What follows belongs to an exercise in optimizing a design on an open flow for small area; a production flow would make more cautious choices. Only simulation tests tie the RTL to the original design; equivalence was not proved. No activity file was given, so power comes from the tool's default toggle rates.

==> 07-21 <==
Design spacekey, start of the top module:
module spacekey(VGA_RED, VGA_BLUE, VGA_GREEN, hex0, pix_x, pix_y, pix_v, imgReturn, jump, restart, clk, rst);
export LEC_CHECK = 0
export ABC_AREA = 1
export CAP_MARGIN = 20
export CORE_MARGIN = 2
export CORE_UTILIZATION = 40
export CTS_BUF_LIST = sky130_fd_sc_hd__clkbuf_4
export PLACE_DENSITY = 0.6
export SLEW_MARGIN = 20
export CTS_ARGS = -sink_clustering_enable -repair_clock_nets -buf_list sky130_fd_sc_hd__clkbuf_2 -root_buf sky130_fd_sc_hd__clkbuf_4 -dont_use_dummy_load
export BUFFER_PORTS_ARGS = -buffer_cell sky130_fd_sc_hd__buf_1
create_clock -name core_clock -period 12.0 [get_ports {clk}]
standard.sh (not shown) runs the stock make flow with config.mk's settings and CLKGATE_MAP_FILE= SYNTH_SCRIPT=/design/flow/synth_recipe.tcl, a recipe that flattens the netlist after the stock synthesis.
==> flow/flow/run.sh <==
#!/bin/bash
# Standard layout, except that
#  - after the standard synthesis, the logic between the registers is re-mapped
#    for area (flow/resynth.tcl); the registers are kept as they are;
#  - the port buffers are the smallest buffer cell;
#  - the clock tree is built of clkbuf_4 cells, without dummy loads.
set -euo pipefail
HERE=$(pwd)
R=$HERE/orfs/results/$FLOW_PLATFORM/spacekey/base
echo 'export CTS_ARGS = -sink_clustering_enable -repair_clock_nets -buf_list sky130_fd_sc_hd__clkbuf_2 -root_buf sky130_fd_sc_hd__clkbuf_4 -dont_use_dummy_load' >> config.mk
echo 'export BUFFER_PORTS_ARGS = -buffer_cell sky130_fd_sc_hd__buf_1' >> config.mk

bash standard.sh synth > synth.log 2>&1

cp $R/1_2_yosys.v $HERE/std_synth.v
YOSYS=$(command -v yosys || echo $FLOW_HOME/../tools/install/yosys/bin/yosys)
LIB=$FLOW_HOME/platforms/$FLOW_PLATFORM/lib/sky130_fd_sc_hd__tt_025C_1v80.lib \
IN_NET=$HERE/std_synth.v OUT_NET=$HERE/resynth.v TOP=$FLOW_TOP \
STAT_BEFORE=$HERE/resynth_before.txt STAT_AFTER=$HERE/resynth_after.txt \
DONT_USE="$(cat $HERE/flow/dont_use.txt)" ABC_SCRIPT=$HERE/flow/abc_area.scr \
  $YOSYS -c $HERE/flow/resynth.tcl > resynth.log 2>&1

cp $HERE/resynth.v $R/1_2_yosys.v
rm -f $R/1_synth.odb $R/1_synth.sdc
bash standard.sh finish > finish.log 2>&1
==> flow/flow/abc_area.scr <==
strash
dch -f
amap
strash
dch -f
amap -m
topo
==> flow/flow/dont_use.txt <==
sky130_fd_sc_hd__probe_p_8 sky130_fd_sc_hd__probec_p_8 sky130_fd_sc_hd__lpflow_bleeder_1 sky130_fd_sc_hd__lpflow_clkbufkapwr_1 sky130_fd_sc_hd__lpflow_clkbufkapwr_16 sky130_fd_sc_hd__lpflow_clkbufkapwr_2 sky130_fd_sc_hd__lpflow_clkbufkapwr_4 sky130_fd_sc_hd__lpflow_clkbufkapwr_8 sky130_fd_sc_hd__lpflow_clkinvkapwr_1 sky130_fd_sc_hd__lpflow_clkinvkapwr_16 sky130_fd_sc_hd__lpflow_clkinvkapwr_2 sky130_fd_sc_hd__lpflow_clkinvkapwr_4 sky130_fd_sc_hd__lpflow_clkinvkapwr_8 sky130_fd_sc_hd__lpflow_decapkapwr_12 sky130_fd_sc_hd__lpflow_decapkapwr_3 sky130_fd_sc_hd__lpflow_decapkapwr_4 sky130_fd_sc_hd__lpflow_decapkapwr_6 sky130_fd_sc_hd__lpflow_decapkapwr_8 sky130_fd_sc_hd__lpflow_inputiso0n_1 sky130_fd_sc_hd__lpflow_inputiso0p_1 sky130_fd_sc_hd__lpflow_inputiso1n_1 sky130_fd_sc_hd__lpflow_inputiso1p_1 sky130_fd_sc_hd__lpflow_inputisolatch_1 sky130_fd_sc_hd__lpflow_isobufsrc_1 sky130_fd_sc_hd__lpflow_isobufsrc_16 sky130_fd_sc_hd__lpflow_isobufsrc_2 sky130_fd_sc_hd__lpflow_isobufsrc_4 sky130_fd_sc_hd__lpflow_isobufsrc_8 sky130_fd_sc_hd__lpflow_isobufsrckapwr_16 sky130_fd_sc_hd__lpflow_lsbuf_lh_hl_isowell_tap_1 sky130_fd_sc_hd__lpflow_lsbuf_lh_hl_isowell_tap_2 sky130_fd_sc_hd__lpflow_lsbuf_lh_hl_isowell_tap_4 sky130_fd_sc_hd__lpflow_lsbuf_lh_isowell_4 sky130_fd_sc_hd__lpflow_lsbuf_lh_isowell_tap_1 sky130_fd_sc_hd__lpflow_lsbuf_lh_isowell_tap_2 sky130_fd_sc_hd__lpflow_lsbuf_lh_isowell_tap_4
==> flow/flow/resynth.tcl <==
# Re-map the combinational logic of the standard synthesis for area: every
# register stays the same cell under the same name; the logic between them is
# re-mapped by ABC's area mapper (amap).
set lib $::env(LIB)
yosys read_liberty -ignore_miss_func $lib
yosys read_verilog $::env(IN_NET)
yosys hierarchy -top $::env(TOP)
yosys setattr -mod -set keep_hierarchy 1 sky130_fd_sc_hd__dfxtp_1
yosys flatten
yosys opt_clean -purge
yosys tee -o $::env(STAT_BEFORE) stat -liberty $lib
set du {}
foreach c $::env(DONT_USE) { lappend du -dont_use $c }
yosys abc -script $::env(ABC_SCRIPT) -liberty $lib {*}$du
yosys opt_clean -purge
yosys hilomap -singleton -hicell sky130_fd_sc_hd__conb_1 HI -locell sky130_fd_sc_hd__conb_1 LO
yosys tee -o $::env(STAT_AFTER) stat -liberty $lib
yosys select $::env(TOP)
yosys write_verilog -selected -noattr -noexpr -nohex -nodec $::env(OUT_NET)
==> inputs of 01-16, as changes to 07-21 <==
==> flow/flow/run.sh (replaced) <==
#!/bin/bash
# Standard layout, except that the port buffers are the smallest buffer cell.
set -e
echo 'export BUFFER_PORTS_ARGS = -buffer_cell sky130_fd_sc_hd__buf_1' >> config.mk
bash standard.sh > standard.log 2>&1
--- a/flow/config.mk
+++ b/flow/config.mk
@@ -12,5 +12,4 @@
 export CTS_BUF_LIST = sky130_fd_sc_hd__clkbuf_4
 export PLACE_DENSITY = 0.6
 export SLEW_MARGIN = 20
-export CTS_ARGS = -sink_clustering_enable -repair_clock_nets -buf_list sky130_fd_sc_hd__clkbuf_2 -root_buf sky130_fd_sc_hd__clkbuf_4 -dont_use_dummy_load
 export BUFFER_PORTS_ARGS = -buffer_cell sky130_fd_sc_hd__buf_1
removed: flow/flow/abc_area.scr
removed: flow/flow/dont_use.txt
removed: flow/flow/resynth.tcl
==> inputs of 02-09, as changes to 07-21 <==
--- a/flow/flow/run.sh
+++ b/flow/flow/run.sh
@@ -2,12 +2,10 @@
 # Standard layout, except that
 #  - after the standard synthesis, the logic between the registers is re-mapped
 #    for area (flow/resynth.tcl); the registers are kept as they are;
-#  - the port buffers are the smallest buffer cell;
-#  - the clock tree is built of clkbuf_4 cells, without dummy loads.
+#  - the port buffers are the smallest buffer cell.
 set -euo pipefail
 HERE=$(pwd)
 R=$HERE/orfs/results/$FLOW_PLATFORM/spacekey/base
-echo 'export CTS_ARGS = -sink_clustering_enable -repair_clock_nets -buf_list sky130_fd_sc_hd__clkbuf_2 -root_buf sky130_fd_sc_hd__clkbuf_4 -dont_use_dummy_load' >> config.mk
 echo 'export BUFFER_PORTS_ARGS = -buffer_cell sky130_fd_sc_hd__buf_1' >> config.mk
 
 bash standard.sh synth > synth.log 2>&1
==> flow/flow/abc_area.scr (replaced) <==
strash
dch -f
amap
topo
--- a/flow/config.mk
+++ b/flow/config.mk
@@ -12,5 +12,4 @@
 export CTS_BUF_LIST = sky130_fd_sc_hd__clkbuf_4
 export PLACE_DENSITY = 0.6
 export SLEW_MARGIN = 20
-export CTS_ARGS = -sink_clustering_enable -repair_clock_nets -buf_list sky130_fd_sc_hd__clkbuf_2 -root_buf sky130_fd_sc_hd__clkbuf_4 -dont_use_dummy_load
 export BUFFER_PORTS_ARGS = -buffer_cell sky130_fd_sc_hd__buf_1
==> notes.md <==
The tools report the net total in the final layout as 698. In this run the vertical extent of the chip is 98.4 um. The tools report the worst hold endpoint as j2[2]. The die covers 9690 um2. Maximum fanout encountered on the critical timing path: 4. Once layout is complete, the utilization of the core stands at 44.4%. In the final routing, the length of wire on met1 measures 4.64 mm. The run finished with no timing, DRC or antenna violations. For this block, the routed nets add up to 10.2 mm of wire. The layout has 105 inverters outside the clock class.
the above is filed under 01-16

==> notes.md <==
Once layout is complete, the utilization of the core stands at 45.7%. The final layout contains 579 nets. The number of non-clock inverters in the layout came out at 77. The detailed-route wire length on metal 1 is 4.41 mm, and the die extent in y is 90.1 um. The die covers 8120 um2.

Along the worst path, the maximum fanout reaches 5. The tools report the reported clock group power as 56.4 uW. The routed design has 9.39 mm of wire. The number of filler cells placed in the layout is 797, and the relative area of clock buffers and inverters in the final design is 1.37%. The average size of a mapped cell came out at 5.94 um2. The run finished with no timing, DRC or antenna violations. The tools report the worst hold endpoint as jp2.
the above is filed under 02-09

==> notes.md <==
The tightest min-delay check is of the flip-flop to flip-flop type. Along the worst path, the maximum fanout reaches 6. The worst hold path terminates at jp2. Leading cell type in the layout, fill and taps excluded: nor2_1. From bottom edge to top edge, the die measures 89.7 um.

The floorplan step defined a die boundary enclosing 8040 um2. For this run, the post-layout net count is 567. The flow ran to the end and the layout has no timing, DRC or antenna violations. The register with the most flip-flops in the layout has 10 of them.

The worst endpoint data arrival time is 7.55 ns. For this block, the routed nets add up to 9.22 mm of wire. The number of non-clock inverters in the layout came out at 77. The logs give 4.38 mm for the detailed-route wire length on metal 1 and 3.29% for the met3 routing resource usage after global routing.
the above is filed under 07-21

afterwards: timing with drivers on the ports:
How much do the figures lean on ideal ports? The routed layouts below were timed once more, with nothing changed but the port constraints. Step 1 sets driving cells, clkbuf_16 on the clock port and buf_2 on the other inputs (assumed; they add their load-dependent delay and slew). Step 2, shift: input delay + t, output delay - t, t = (earliest + latest rising clock arrival at the registers) / 2. This alone moves slack from input paths to output paths. a / b / c = no drivers / after step 1 / after step 2; a / b = the first two.
| run | shift t [ns] | setup WS [ns] | slew at the worst register clock pin (ns) |
|---|---|---|---|
| 07-21 | 0.344 | 2.052 / 2.028 / 2.028 | 0.11 / 0.11 |
| 01-16 | 0.358 | 2.347 / 2.316 / 2.316 | 0.10 / 0.10 |
| 02-09 | 0.363 | 1.787 / 1.758 / 1.758 | 0.10 / 0.10 |
After both steps setup and hold are still met in every run listed. The setup slack of 01-16, which loses most, moves by -0.031 ns with the drivers and by -0.031 ns with both steps.
